Background: an optimization exercise with open tools, aiming at a short achievable clock period and few clock cycles. Do not read the settings as production practice.
Where RTL was checked, it was by simulation tests only, not by an equivalence proof against the original.
The RTL of run 1 was laid out without a check of its function.
No activity file was given, so power comes from the tool's default toggle rates.

<file path="flow/run.sh">
#!/bin/bash
# synth_recipe.tcl (not shown) runs the flow's synth.tcl, then flattens the netlist and writes it again
# the make line also repeats each setting of config.mk as NAME=value (left out here)
make -C /OpenROAD-flow-scripts/flow DESIGN_CONFIG=/design/flow/config.mk WORK_HOME=/design/flow/orfs CLKGATE_MAP_FILE= SYNTH_SCRIPT=/design/flow/synth_recipe.tcl finish
</file>
<file path="flow/config.mk">
export PLATFORM = sky130hd
export DESIGN_NAME = bitty_cpu
export DESIGN_NICKNAME = bitty_cpu
export VERILOG_FILES = /design/flow/design.v
export SDC_FILE = /design/flow/constraint.sdc
export NUM_CORES = 4
export LEC_CHECK = 0
export ABC_CLOCK_PERIOD_IN_PS = 2000
export CAP_MARGIN = 20
export CORE_MARGIN = 2
export CORE_UTILIZATION = 40
export SETUP_SLACK_MARGIN = 3.5
export SLEW_MARGIN = 20
</file>
<file path="flow/constraint.sdc">
create_clock -name core_clock -period 6.0 [get_ports {clk}]
set_input_delay 1.2000 -clock core_clock [delete_from_list [all_inputs] [get_ports {clk}]]
set_output_delay 1.2000 -clock core_clock [all_outputs]
set_load 0.01 [all_outputs]
</file>
<file path="flow/design.v">
module ALU(
    input  wire [15:0] in_a,
    input  wire [15:0] in_b,
    input  wire [2:0]  select,
    output reg  [15:0] ALU_out
);
wire big = |in_b[15:4];    
always @(*) begin
    case (select)
        3'b000: ALU_out = in_a + in_b;
        3'b001: ALU_out = in_a - in_b;
        3'b010: ALU_out = in_a & in_b;
        3'b011: ALU_out = in_a | in_b;
        3'b100: ALU_out = in_a ^ in_b;
        3'b101: ALU_out = big ? 16'd0 : (in_a << in_b[3:0]);
        3'b110: ALU_out = big ? 16'd0 : (in_a >> in_b[3:0]);
        default: ALU_out = (in_a == in_b) ? 16'd0 : ((in_a > in_b) ? 16'd1 : 16'd2);
    endcase
end
endmodule
module bitty_cpu(
    input clk,
    input rst,
    output [7:0] imem_addr,
    input [15:0] imem_rdata,
    output [15:0] dmem_addr,
    output [15:0] dmem_wdata,
    output dmem_we,
    input [15:0] dmem_rdata,
    output reg halted
    );
reg [15:0] r [0:7];
reg        c0, c1, c2;
reg [7:0]  fa;           
reg        arr_ok;       
reg        in_reset;     
reg        replay;       
reg [15:0] ibuf;
reg        e_valid, e_alu, e_ld, e_st, e_br;
reg [2:0]  e_op, e_rx;
reg [1:0]  e_cond;
reg [7:0]  e_tgt;
reg [15:0] e_a, e_b;
reg        m_valid;
reg [2:0]  m_rx;
wire [15:0] alu_out;
ALU alu(.in_a(e_a), .in_b(e_b), .select(e_op), .ALU_out(alu_out));
wire e_wr    = e_valid & e_alu;
wire e_taken = e_valid & e_br &
               ((e_cond == 2'b00 & c0) | (e_cond == 2'b01 & c1) | (e_cond == 2'b10 & c2));
assign imem_addr  = e_taken ? e_tgt : fa;
assign dmem_addr  = e_b;
assign dmem_wdata = e_a;
assign dmem_we    = e_valid & e_st;
wire [15:0] ins = replay ? ibuf : imem_rdata;
wire        dv  = (replay | arr_ok) & ~e_taken & ~halted;
wire [1:0] fmt  = ins[1:0];
wire [2:0] rx   = ins[15:13];
wire [2:0] ry   = ins[12:10];
wire       d_alu  = ~fmt[1];
wire       d_ld   = fmt == 2'b11 & ~ins[2];
wire       d_st   = fmt == 2'b11 &  ins[2];
wire       d_br   = fmt == 2'b10 & ins[3:2] != 2'b11;
wire       d_halt = fmt == 2'b10 & ins[3:2] == 2'b11;
wire use_rx = d_alu | d_st;
wire use_ry = fmt == 2'b00 | fmt == 2'b11;
wire stall  = dv & e_valid & e_ld &
              ((use_rx & rx == e_rx) | (use_ry & ry == e_rx) | d_br);
wire m_wr = m_valid;
wire [15:0] ra = (e_wr & e_rx == rx) ? alu_out :
                 (m_wr & m_rx == rx) ? dmem_rdata : r[rx];
wire [15:0] rb = (e_wr & e_rx == ry) ? alu_out :
                 (m_wr & m_rx == ry) ? dmem_rdata : r[ry];
function [2:0] cflags(input [15:0] v);
    cflags = {v == 16'd2, v == 16'd1, v == 16'd0};
endfunction
wire [2:0] alu_fl = cflags(alu_out);
wire [2:0] ld_fl  = cflags(dmem_rdata);
integer i;
always @(posedge clk) begin
    if (rst) begin
        for (i = 0; i < 8; i = i + 1) r[i] <= 16'd0;
        {c2, c1, c0} <= 3'b001;
        arr_ok   <= in_reset & fa == 8'd0;
        fa       <= (in_reset & fa == 8'd0) ? 8'd1 : 8'd0;
        in_reset <= 1'b1;
        replay   <= 1'b0;
        e_valid  <= 1'b0;
        m_valid  <= 1'b0;
        halted   <= 1'b0;
    end else begin
        in_reset <= 1'b0;
        arr_ok   <= 1'b1;
        for (i = 0; i < 8; i = i + 1)
            if (e_wr & e_rx == i)
                r[i] <= alu_out;
            else if (m_wr & m_rx == i)
                r[i] <= dmem_rdata;
        if (e_wr)
            {c2, c1, c0} <= alu_fl;
        else if (m_wr)
            {c2, c1, c0} <= ld_fl;
        m_valid <= e_valid & e_ld;
        m_rx    <= e_rx;
        if (stall) begin
            fa      <= imem_addr;
            replay  <= 1'b1;
            ibuf    <= ins;
            e_valid <= 1'b0;
        end else begin
            fa      <= imem_addr + 8'd1;
            replay  <= 1'b0;
            e_valid <= dv & ~d_halt;
        end
        if (dv & d_halt)
            halted <= 1'b1;
        e_alu  <= d_alu;
        e_ld   <= d_ld;
        e_st   <= d_st;
        e_br   <= d_br;
        e_op   <= ins[4:2];
        e_rx   <= rx;
        e_cond <= ins[3:2];
        e_tgt  <= ins[11:4];
        e_a    <= ra;
        e_b    <= (fmt == 2'b01) ? {8'd0, ins[12:5]} : rb;
    end
end
endmodule
</file>
==> results of run 1 <==
cell usage in the layout, fill, tap and decap left out, types with 37 or more instances in the layout:
| master | n |
|---|---|
| sky130_fd_sc_hd__a211oi_1 | 83 |
| sky130_fd_sc_hd__a211oi_2 | 121 |
| sky130_fd_sc_hd__a21oi_1 | 84 |
| sky130_fd_sc_hd__buf_12 | 38 |
| sky130_fd_sc_hd__buf_4 | 183 |
| sky130_fd_sc_hd__buf_6 | 168 |
| sky130_fd_sc_hd__dfxtp_1 | 142 |
| sky130_fd_sc_hd__edfxtp_1 | 68 |
| sky130_fd_sc_hd__ha_1 | 38 |
| sky130_fd_sc_hd__inv_1 | 42 |
| sky130_fd_sc_hd__mux2_2 | 69 |
| sky130_fd_sc_hd__mux2i_1 | 37 |
| sky130_fd_sc_hd__nand2_1 | 196 |
| sky130_fd_sc_hd__nor2_1 | 187 |
| sky130_fd_sc_hd__nor2b_1 | 64 |
| sky130_fd_sc_hd__o21ai_0 | 47 |
worst max-delay path: cells and delay by family, from the launching register on:
| kind | cells | cell delay (ns) |
|---|---|---|
| simple gates | 1 | 0.20 |
| mux | 2 | 0.46 |
| compound gates | 1 | 0.22 |
| flops | 1 | 0.43 |
| buf+inv | 3 | 0.37 |
metal layers:
layer / global-route usage (%) / share of wire [%] / vias up
li1: - / - / 7873
met1: 44.98 / 38 / 8859
met2: 55.50 / 45 / 1209
met3: 5.838 / 9.6 / 327
met4: 19.77 / 6.7 / 0
met5: 0 / 0 / -
final cells by class:
cell class                      count  area, µm²  area share [%]
Multi-Input combinational cell   1498      12680           51.66
Sequential cell                   213       4951           20.17
Clock buffer                       33      782.0           3.186
Antenna cell                        2      5.005         0.02039
Tap cell                          525      656.9           2.676
Timing Repair Buffer              453       4984           20.30
Clock inverter                     15      158.9          0.6474
Inverter                           69      327.8           1.336
registers in the layout, summed over array words and instances (netlist names), 2 cells and up:
signal and count:
m_rx 3, fa 8, e_tgt 8, ibuf 16, e_op 2, e_a 16, r 128, e_b 16
e_rx 3
through the flow:
stage	cell area [µm²]	total power, W	utilization, %
floorplan	17320	0.002419	-
global placement	18200	0.002776	45.82
detailed placement	18210	0.002783	45.84
CTS	23560	0.005111	59.29
global route	24540	0.005479	61.76
finish	24540	0.005335	61.77
worst paths after layout:
| kind | slack, ns | cells after the start | to | from |
|---|---|---|---|---|
| worst max-delay path | 2.57 | 7 | imem_addr[1] | e_op[0] |
| worst min-delay path | 0.49 | 2 | c0 | c0 |
| worst max register to register | 2.65 | 14 | e_a[1] | e_b[0] |
| worst min register to register | 0.49 | 2 | c0 | c0 |
power by group through the flow:
stage,sequential [W],clock [W],combinational [W]
after floorplan,0.00162,0,0.000795
after global placement,0.00166,0,0.00111
after detailed placement,0.00166,0,0.00112
after CTS,0.00160,0.00173,0.00178
after global routing,0.00160,0.00179,0.00208
final,0.00160,0.00173,0.00200
cell families after synthesis:
kind of cell	count (synthesis)	share of synthesized area (%)
AO/OA/AOI/OAI	589	24.68
flip-flops	213	30.65
adder cells (fa/ha/maj)	59	4.668
AND/OR/NAND/NOR	655	18.73
multiplexers	166	13.47
XOR/XNOR	28	1.520
buffers and inverters	256	6.289
timing repair:
action                                  CTS  global route
endpoints found under the setup margin  273           228
pin swaps                               113            68
gates resized for setup                 655           134
hold buffers                              0             0
buffers inserted                        248            52
cloned                                   16             1
==> PnR_summary.wiki, run 1 <==
{| class="wikitable"
! Metric !! Value
|-
| Ranking of synthesized cells by instance count || sky130_fd_sc_hd__nand2_1, sky130_fd_sc_hd__nor2_1, sky130_fd_sc_hd__a211oi_1
|-
| Number of register bits inferred by synthesis || 213
|-
| Y dimension of the die || about 200 µm
|-
| Result of the run || complete, no violations
|-
| Sinks on the clock net || 213
|-
| Die ar. || approximately 42000 µm²
|-
| Leakage power || 9.229 nW
|-
| CTS H-tree depth || 1
|-
| Share of cells above drive strength 1 || 42.88%
|-
| Startpoint kind of the worst setup timing path || flip-flop
|-
| Routability congestion estimate || between 0.9 and 1
|-
| Number of antenna violations at the first check in global routing || 1
|-
| Starting density of the core || 40.61%
|-
| Layout-stage area growth over the synthesis result || 52.11%
|-
| Cell type with the highest aggregate area in the netlist || sky130_fd_sc_hd__dfxtp_1
|-
| Pin slew with the least headroom to its limit || 0.9630 ns
|-
| Leading cell type by number of instances after synthesis || sky130_fd_sc_hd__nand2_1
|-
| Top flip-flop cell by instance count after synthesis || sky130_fd_sc_hd__dfxtp_1
|-
| Worst hold margin || 0.4877 ns
|-
| Headroom to the max-slew limit || around 36%
|-
| Number of placed instances with taps included || 2440
|-
| GRT Overall Usage || a little over a third
|-
| DRT antenna net count || 0
|-
| HP Class || reg -> reg
|-
| Internal power consumption || 0.003553 W
|-
| Switching share of power || between 30 and 40%
|-
| Unrepaired setup endpoints after global routing || yes
|-
| Clock tree from TritonCTS || yes
|-
| Share of synthesized registers carrying an async set or reset || 0%
|-
| Max-slew violation total from the final report || 0
|-
| Number of synthesized flops with an enable pin || 68
|-
| Post-detailed-routing wire length || 75.15 mm
|-
| Largest net degree at the start of global routing || just under 90
|-
| Reg clk slew, reported paths || 0.06 ns
|-
| Final number of setup-violating endpoints || 0
|-
| Pre-Repair DR Iteration Count || 6
|-
| Post-route non-filler standard cell count || 2808
|-
| Count of input and output buffers || 75
|-
| Wire length of the first global-routing pass || 110.8 mm
|-
| Number of placement rows || 73
|-
| Total standard cell area after synthesis || roughly 16000 µm²
|-
| Reg power frac || a little under a third
|-
| Peak supply drop || ~180 µV
|-
| Reported net switching power || 0.001782 W
|-
| DR DRC count || 0
|-
| Type of the worst setup path || reg -> out
|-
| Share of power burned in the clock network || around 32%
|-
| Number of filler instances in the final layout || about 3200
|-
| Setup Total Neg Slack || 0 ns
|-
| Fraction of synthesized cell area taken by the top area cell type || 17.99%
|-
| Max Cap Violations || 0
|-
| Final setup margin || 2.569 ns
|-
| Master of the slowest instance on the critical path || sky130_fd_sc_hd__edfxtp_1
|-
| Ratio of final minimum period to clock period || 57.18%
|-
| Vias post-DR || about 18000
|-
| Pwr Density || 217.4 nW/µm²
|-
| Count of distinct cell types in the synthesized netlist || 82
|-
| Min Clock Period, post-route || 3.431 ns
|-
| Number of global-route vias before repair || ~17000
|-
| Number of warnings reported in the yosys synthesis log || 3
|-
| Share of total power in combinational logic || 37.6%
|-
| Hold violation count in the final report || 0
|-
| Clock latency on the worst-skew pair || between 0.5 and 0.6 ns
|-
| Fin nets || about 2400
|-
| Crit Path Max Fanout || 4
|-
| Cell seen most often among critical-path stages || sky130_fd_sc_hd__buf_6
|-
| Routed vias/inst || 6.506
|-
| Mean Syn Cell Area || 8.207 µm²
|-
| Master cell of the clock root buffer || sky130_fd_sc_hd__clkbuf_16
|-
| Cell count after synthesis || 1966
|-
| Total congestion overflow after global routing || 0
|-
| CP arrival || 2.23 ns
|-
| Worst Skew || 0.01302 ns
|-
| Area of the placeable core || 39730 µm²
|-
| Dpl hpwl || 44.55 mm
|-
| Worst stage delay on the critical path || 0.43 ns
|-
| Sort of element at the end of the critical path || primary output
|-
| Detailed-route wire length per cell || 26.76 µm
|-
| Cell types with the largest area share after synthesis || sky130_fd_sc_hd__dfxtp_1, sky130_fd_sc_hd__edfxtp_1, sky130_fd_sc_hd__a211oi_1
|-
| Post-placement setup slack || around 1.7 ns
|-
| Sequential element share of the synthesized area || 30.65%
|-
| Maximum frequency from static timing analysis || 291.5 MHz
|-
| Critical path cell sequence || buf_6 > mux2i_2 > o22ai_2 > and2_4 > buf_6 > mux2_4 > buf_6
|-
| Die width || ~200 µm
|-
| Req. time, crit path || 4.80 ns
|-
| TritonCTS buffer count || 26
|-
| Post-Synthesis Net Count || ~2000
|-
| Number of placed I/O pins || 76
|-
| Number of DRC violations after detailed-routing iteration 0 || between 2000 and 2500
|-
| Number of buffers on the longest clock path || 3
|}
==> inputs of run 2 (changes only) <==
--- a/flow/design.v
+++ b/flow/design.v
@@ -36,23 +36,49 @@
 reg        in_reset;     
 reg        replay;       
 reg [15:0] ibuf;
+reg [7:0]  ibuf_pc;
+reg        ibuf_pred;
+reg [7:0]  d_pc;         
+reg        d_pred;       
+localparam NB = 4;
+reg          b_v   [0:NB-1];
+reg [7:0]    b_pc  [0:NB-1];
+reg [7:0]    b_tgt [0:NB-1];
+reg [1:0]    b_rr;
 reg        e_valid, e_alu, e_ld, e_st, e_br;
 reg [2:0]  e_op, e_rx;
 reg [1:0]  e_cond;
-reg [7:0]  e_tgt;
+reg [7:0]  e_tgt, e_pc, e_pc1;
+reg        e_pred;
 reg [15:0] e_a, e_b;
 reg        m_valid;
 reg [2:0]  m_rx;
 wire [15:0] alu_out;
 ALU alu(.in_a(e_a), .in_b(e_b), .select(e_op), .ALU_out(alu_out));
 wire e_wr    = e_valid & e_alu;
-wire e_taken = e_valid & e_br &
+wire e_act   = e_br &
                ((e_cond == 2'b00 & c0) | (e_cond == 2'b01 & c1) | (e_cond == 2'b10 & c2));
-assign imem_addr  = e_taken ? e_tgt : fa;
+wire e_taken = e_valid & (e_act != e_pred);      
+wire [7:0] e_fix = e_act ? e_tgt : e_pc1;
+assign imem_addr  = e_taken ? e_fix : fa;
+reg       p_hit;
+reg [7:0] p_tgt;
+integer j;
+always @(*) begin
+    p_hit = 1'b0;
+    p_tgt = 8'd0;
+    for (j = 0; j < NB; j = j + 1)
+        if (b_v[j] & b_pc[j] == imem_addr) begin
+            p_hit = 1'b1;
+            p_tgt = p_tgt | b_tgt[j];
+        end
+end
 assign dmem_addr  = e_b;
 assign dmem_wdata = e_a;
 assign dmem_we    = e_valid & e_st;
-wire [15:0] ins = replay ? ibuf : imem_rdata;
+wire [15:0] ins    = replay ? ibuf : imem_rdata;
+wire [7:0]  ins_pc = replay ? ibuf_pc : d_pc;
+wire        ins_pred = replay ? ibuf_pred : d_pred;
 wire        dv  = (replay | arr_ok) & ~e_taken & ~halted;
 wire [1:0] fmt  = ins[1:0];
 wire [2:0] rx   = ins[15:13];
@@ -80,6 +106,9 @@
 always @(posedge clk) begin
     if (rst) begin
         for (i = 0; i < 8; i = i + 1) r[i] <= 16'd0;
+        for (i = 0; i < NB; i = i + 1) b_v[i] <= 1'b0;
+        b_rr     <= 2'd0;
+        d_pred   <= 1'b0;
         {c2, c1, c0} <= 3'b001;
         arr_ok   <= in_reset & fa == 8'd0;
         fa       <= (in_reset & fa == 8'd0) ? 8'd1 : 8'd0;
@@ -102,13 +131,27 @@
             {c2, c1, c0} <= ld_fl;
         m_valid <= e_valid & e_ld;
         m_rx    <= e_rx;
+        if (e_valid & e_act & ~e_pred) begin
+            b_v[b_rr]   <= 1'b1;
+            b_pc[b_rr]  <= e_pc;
+            b_tgt[b_rr] <= e_tgt;
+            b_rr        <= b_rr + 2'd1;
+        end
+        if (e_valid & e_pred & ~e_act)
+            for (i = 0; i < NB; i = i + 1)
+                if (b_pc[i] == e_pc)
+                    b_v[i] <= 1'b0;
+        d_pc   <= imem_addr;
+        d_pred <= p_hit;
         if (stall) begin
-            fa      <= imem_addr;
-            replay  <= 1'b1;
-            ibuf    <= ins;
-            e_valid <= 1'b0;
+            fa        <= imem_addr;
+            replay    <= 1'b1;
+            ibuf      <= ins;
+            ibuf_pc   <= ins_pc;
+            ibuf_pred <= ins_pred;
+            e_valid   <= 1'b0;
         end else begin
-            fa      <= imem_addr + 8'd1;
+            fa      <= p_hit ? p_tgt : imem_addr + 8'd1;
             replay  <= 1'b0;
             e_valid <= dv & ~d_halt;
         end
@@ -122,6 +165,9 @@
         e_rx   <= rx;
         e_cond <= ins[3:2];
         e_tgt  <= ins[11:4];
+        e_pc   <= ins_pc;
+        e_pc1  <= ins_pc + 8'd1;
+        e_pred <= ins_pred;
         e_a    <= ra;
         e_b    <= (fmt == 2'b01) ? {8'd0, ins[12:5]} : rb;
     end
==> run 2 against run 1 <==
Still clean on timing, DRC and antenna. Clock-buffer cell count is 20 higher. Via count increased by 23%. Non-clock buffer count grew 69. Clock power up 35%. Total power increased by 32%. First-iteration DRC count grew 5.3%. Critical endpoint is now imem_addr[6]. Largest power group is now sequential cells. Highest routed layer is now met5.
==> PnR_summary.wiki, run 2 <==
{| class="wikitable"
! Metric !! Value
|-
| DRT antenna net count || 0 (unchanged)
|-
| Share of cells above drive strength 1 || 39.00% (-3.9 points)
|-
| Number of DRC violations after detailed-routing iteration 0 || 2561 (+5.3%)
|-
| Worst Skew || 0.03533 ns (+0.02230 ns)
|-
| Number of placed I/O pins || 76 (unchanged)
|-
| Simple-gate area share of the yosys netlist || 18.89% (+0.16 points)
|-
| Fin nets || 2848 (+21%)
|-
| Pre-Repair DR Iteration Count || 12 (+6)
|-
| Post-placement setup slack || 1.638 ns (-0.04334 ns)
|-
| Ranking of synthesized cells by instance count || sky130_fd_sc_hd__a211oi_1, sky130_fd_sc_hd__nor2_1, sky130_fd_sc_hd__nand2_1
|-
| Min Clock Period, post-route || 3.845 ns (+0.4141 ns)
|-
| Crit Path Max Fanout || 6 (+2)
|-
| Largest family of logic cells by synthesized area || compound AO/OA/AOI/OAI gates
|-
| Number of filler instances in the final layout || 4212 (+33%)
|-
| Most common cell after layout, fill and taps aside || sky130_fd_sc_hd__nand2_1
|-
| Wire length of the first global-routing pass || 136.1 mm (+23%)
|-
| Max FFs per register || 128 (unchanged)
|-
| Die width || 233.8 µm (+14%)
|-
| TritonCTS buffer count || 38 (+46%)
|-
| Setup Total Neg Slack || 0 ns (unchanged)
|-
| Post-detailed-routing wire length || 93.72 mm (+25%)
|-
| Largest registers || r: 128 flops, b_pc: 32 flops, b_tgt: 32 flops
|-
| Top flip-flop cell by instance count after synthesis || sky130_fd_sc_hd__edfxtp_1
|-
| Unrepaired setup endpoints after global routing || yes
|-
| Share of synthesized cell area in full adder, half adder and majority cells || 3.625% (-1.0 points)
|-
| Fraction of synthesized cell area taken by the top area cell type || 23.59% (+5.6 points)
|-
| Count of antenna diodes in the layout || 0 (-2)
|-
| Sequential element share of the synthesized area || 38.00% (+7.4 points)
|-
| Count of input and output buffers || 75 (unchanged)
|-
| Sort of element at the end of the critical path || primary output
|-
| Pin slew with the least headroom to its limit || 1.193 ns (+0.2298 ns)
|-
| Starting density of the core || 40.36% (-0.25 points)
|-
| Number of placement rows || 84 (+15%)
|-
| Final setup margin || 2.155 ns (-0.4141 ns)
|-
| Synthesized-area fraction occupied by ao, oa, aoi and oai cells || 22.21% (-2.5 points)
|-
| Clock tree from TritonCTS || yes
|-
| Number of global-route vias before repair || 21126 (+22%)
|-
| Post-Synthesis Net Count || 2478 (+20%)
|-
| Number of warnings reported in the yosys synthesis log || 3 (unchanged)
|-
| Xor-xnor portion of the synthesized cell area || 2.653% (+1.1 points)
|-
| Number of register bits inferred by synthesis || 318 (+49%)
|-
| Vias post-DR || 22394 (+23%)
|-
| Req. time, crit path || 4.80 ns (about the same)
|-
| Area of the placeable core || 52340 µm² (+32%)
|-
| Total congestion overflow after global routing || 0 (unchanged)
|-
| Count of distinct cell types in the synthesized netlist || 82 (unchanged)
|-
| Portion of netlist area occupied by mux cells || 9.612% (-3.9 points)
|-
| Clock latency on the worst-skew pair || 0.57 ns (+0.02 ns)
|-
| Max-slew violation total from the final report || 0 (unchanged)
|-
| Maximum frequency from static timing analysis || 260.1 MHz (-11%)
|-
| DR DRC count || 0 (unchanged)
|-
| Y dimension of the die || 233.8 µm (+14%)
|-
| Layout-stage area growth over the synthesis result || 47.02%
|-
| Area of the multi-input gates || 14430 µm² (+14%)
|-
| Cell count after synthesis || 2384 (+21%)
|-
| Reg with most FFs || r
|-
| Final number of setup-violating endpoints || 0 (unchanged)
|-
| Leakage power || 11.49 nW (+25%)
|-
| GRT Overall Usage || 33.06% (-1.9 points)
|-
| Largest net degree at the start of global routing || 96 (+9.1%)
|-
| Pwr Density || 227.2 nW/µm² (+4.5%)
|-
| Number of synthesized flops with an enable pin || 166 (+140%)
|-
| Number of buffers on the longest clock path || 3 (unchanged)
|-
| Sinks on the clock net || 318 (+49%)
|-
| HP Class || reg -> reg
|-
| Dpl hpwl || 53.25 mm (+20%)
|-
| Number of antenna violations at the first check in global routing || 1 (unchanged)
|-
| Die ar. || 54670 µm² (+30%)
|-
| Max Cap Violations || 0 (unchanged)
|-
| CTS H-tree depth || 2 (+1)
|-
| Cell types with the largest area share after synthesis || sky130_fd_sc_hd__edfxtp_1, sky130_fd_sc_hd__dfxtp_1, sky130_fd_sc_hd__a211oi_1
|-
| Ratio of final minimum period to clock period || 64.08% (+6.9 points)
|-
| Footprint of the flip-flops and latches || 8035 µm² (+62%)
|-
| Detailed-route wire length per cell || 27.01 µm (+0.92%)
|-
| Mean Syn Cell Area || 8.862 µm² (+8.0%)
|-
| Hold violation count in the final report || 0 (unchanged)
|-
| Type of the worst setup path || reg -> out
|-
| Leading cell type by number of instances after synthesis || sky130_fd_sc_hd__a211oi_1
|-
| Hold bufs inserted after CTS || 0 (unchanged)
|-
| Highest-count cells in the layout ignoring fill and taps || sky130_fd_sc_hd__nand2_1, sky130_fd_sc_hd__nor2_1, sky130_fd_sc_hd__buf_4
|-
| CP arrival || 2.64 ns (+0.41 ns)
|-
| Cell type with the highest aggregate area in the netlist || sky130_fd_sc_hd__edfxtp_1
|-
| Share of synthesized registers carrying an async set or reset || 0% (unchanged)
|-
| Startpoint kind of the worst setup timing path || flip-flop
|-
| Master cell of the clock root buffer || sky130_fd_sc_hd__clkbuf_16
|-
| Peak supply drop || 165.3 µV (-7.3%)
|-
| Result of the run || complete, no violations
|-
| Total standard cell area after synthesis || 21130 µm² (+31%)
|-
| Routability congestion estimate || 0.9540 (-3.1%)
|-
| Reg clk slew, reported paths || 0.06 ns (about the same)
|-
| Headroom to the max-slew limit || 20.48% (-15 points)
|-
| Routed vias/inst || 6.454 (-0.80%)
|}
==> run 2: cell types whose count changed after synthesis, moves of 22 or more <==
cell,before,now
sky130_fd_sc_hd__nand3_1,38,60
sky130_fd_sc_hd__a211oi_1,204,253
sky130_fd_sc_hd__nand2_1,209,237
sky130_fd_sc_hd__xor2_1,1,39
sky130_fd_sc_hd__or3_1,4,32
sky130_fd_sc_hd__o21ai_0,86,110
sky130_fd_sc_hd__nor2_1,208,242
sky130_fd_sc_hd__clkbuf_1,149,178
sky130_fd_sc_hd__edfxtp_1,68,166
==> run 2: metal layers <==
layer,GRT usage [%],vias up,wire [µm]
met5,0,-,13
met4,15.47,2,5136
met3,6.882,384,9253
met2,50.90,1453,41650
met1,44.45,10906,37670
li1,-,9649,-
==> run 2: layout make-up <==
type | instances | share of cell area, %
Multi-Input combinational cell | 1798 | 46.46
Clock buffer | 53 | 3.545
Clock inverter | 15 | 0.4471
Timing Repair Buffer | 522 | 19.59
Sequential cell | 318 | 25.87
Timing Repair inverter | 1 | 0.02820
Tap cell | 688 | 2.771
Inverter | 75 | 1.285
==> run 2: worst paths after layout <==
path	start	to	slack (ns)	depth (start not counted)
worst max register to register	e_op[1]	fa[0]	2.38	16
worst max-delay path	e_op[1]	imem_addr[6]	2.16	8
worst min register to register	c2	c2	0.52	2
worst min-delay path	c2	c2	0.52	2
==> run 2: what timing repair did <==
| item | in CTS | in global routing |
|---|---|---|
| setup endpoints to repair | 391 | 306 |
| buffers inserted | 299 | 61 |
| resized for setup | 728 | 163 |
| pin swaps | 112 | 58 |
| cloned | 36 | 4 |
==> run 2: worst max-delay path, stage by stage (launching register included) <==
cell,delay (ns)
sky130_fd_sc_hd__edfxtp_1,0.45
sky130_fd_sc_hd__buf_12,0.16
sky130_fd_sc_hd__mux2_4,0.33
sky130_fd_sc_hd__a22o_4,0.28
sky130_fd_sc_hd__buf_4,0.15
sky130_fd_sc_hd__mux2_4,0.30
sky130_fd_sc_hd__or2_4,0.26
sky130_fd_sc_hd__inv_4,0.07
sky130_fd_sc_hd__buf_6,0.10
==> run 2: power breakdown <==
group,internal [W],switching (W),total [W]
combinational,0.00105,0.00119,0.00225
clock,0.00137,0.000971,0.00234
sequential,0.00238,0.0000872,0.00247
==> run 2: logic make-up after synthesis <==
group           after synthesis
flops                       318
buf+inv                     275
fa+ha+maj                    60
compound gates              695
mux                         159
xor+xnor                     64
simple gates                813
==> run 2: stage by stage <==
step                      instance area (µm²)  std cells  hold WS, ns  power (W)  util [%]
after floorplan                         21930       2384       0.4244   0.003388         -
after global placement                  22980       3001       0.4859   0.003789     43.91
after detailed placement                23000       3002       0.4938   0.003802     43.95
after CTS                               29760       3405       0.5076   0.006805     56.86
after global routing                    31060       3470       0.5632   0.007258     59.34
final                                   31060       3470       0.5174   0.007058     59.34
Testbench counts of run 2, summed over its fixed seeds: cycles 75,245.

[port drivers added, routing unchanged]
Ports are ideal in the flow. The routed layouts listed here were re-timed in OpenROAD.
Step 1: set_driving_cell puts a clkbuf_16 on clk and a buf_2 on each other input, an assumption about the parent block.
Step 2 times the ports against the registers' clock, not the clock port: input delays grow and output delays shrink by t, the midpoint of the rising clock arrivals with the driver on.
Three values: ideal ports, drivers, drivers and shift; two values: the first two.
run | shift t [ns] | slack for setup (ns) | worst setup path after step 2 | worst register clock-pin slew, ns | worst slew at a driven data input, ns
run 1 | 0.599 | 2.569 / 2.518 / 2.426 | input to register | 0.07 / 0.07 | 0.10
run 2 | 0.619 | 2.155 / 2.090 / 2.162 | input to register | 0.07 / 0.07 | 0.11
After both steps every run listed still meets setup and hold. The setup slack of run 1, which loses most, moves by -0.051 ns with the drivers and by -0.143 ns with both steps.
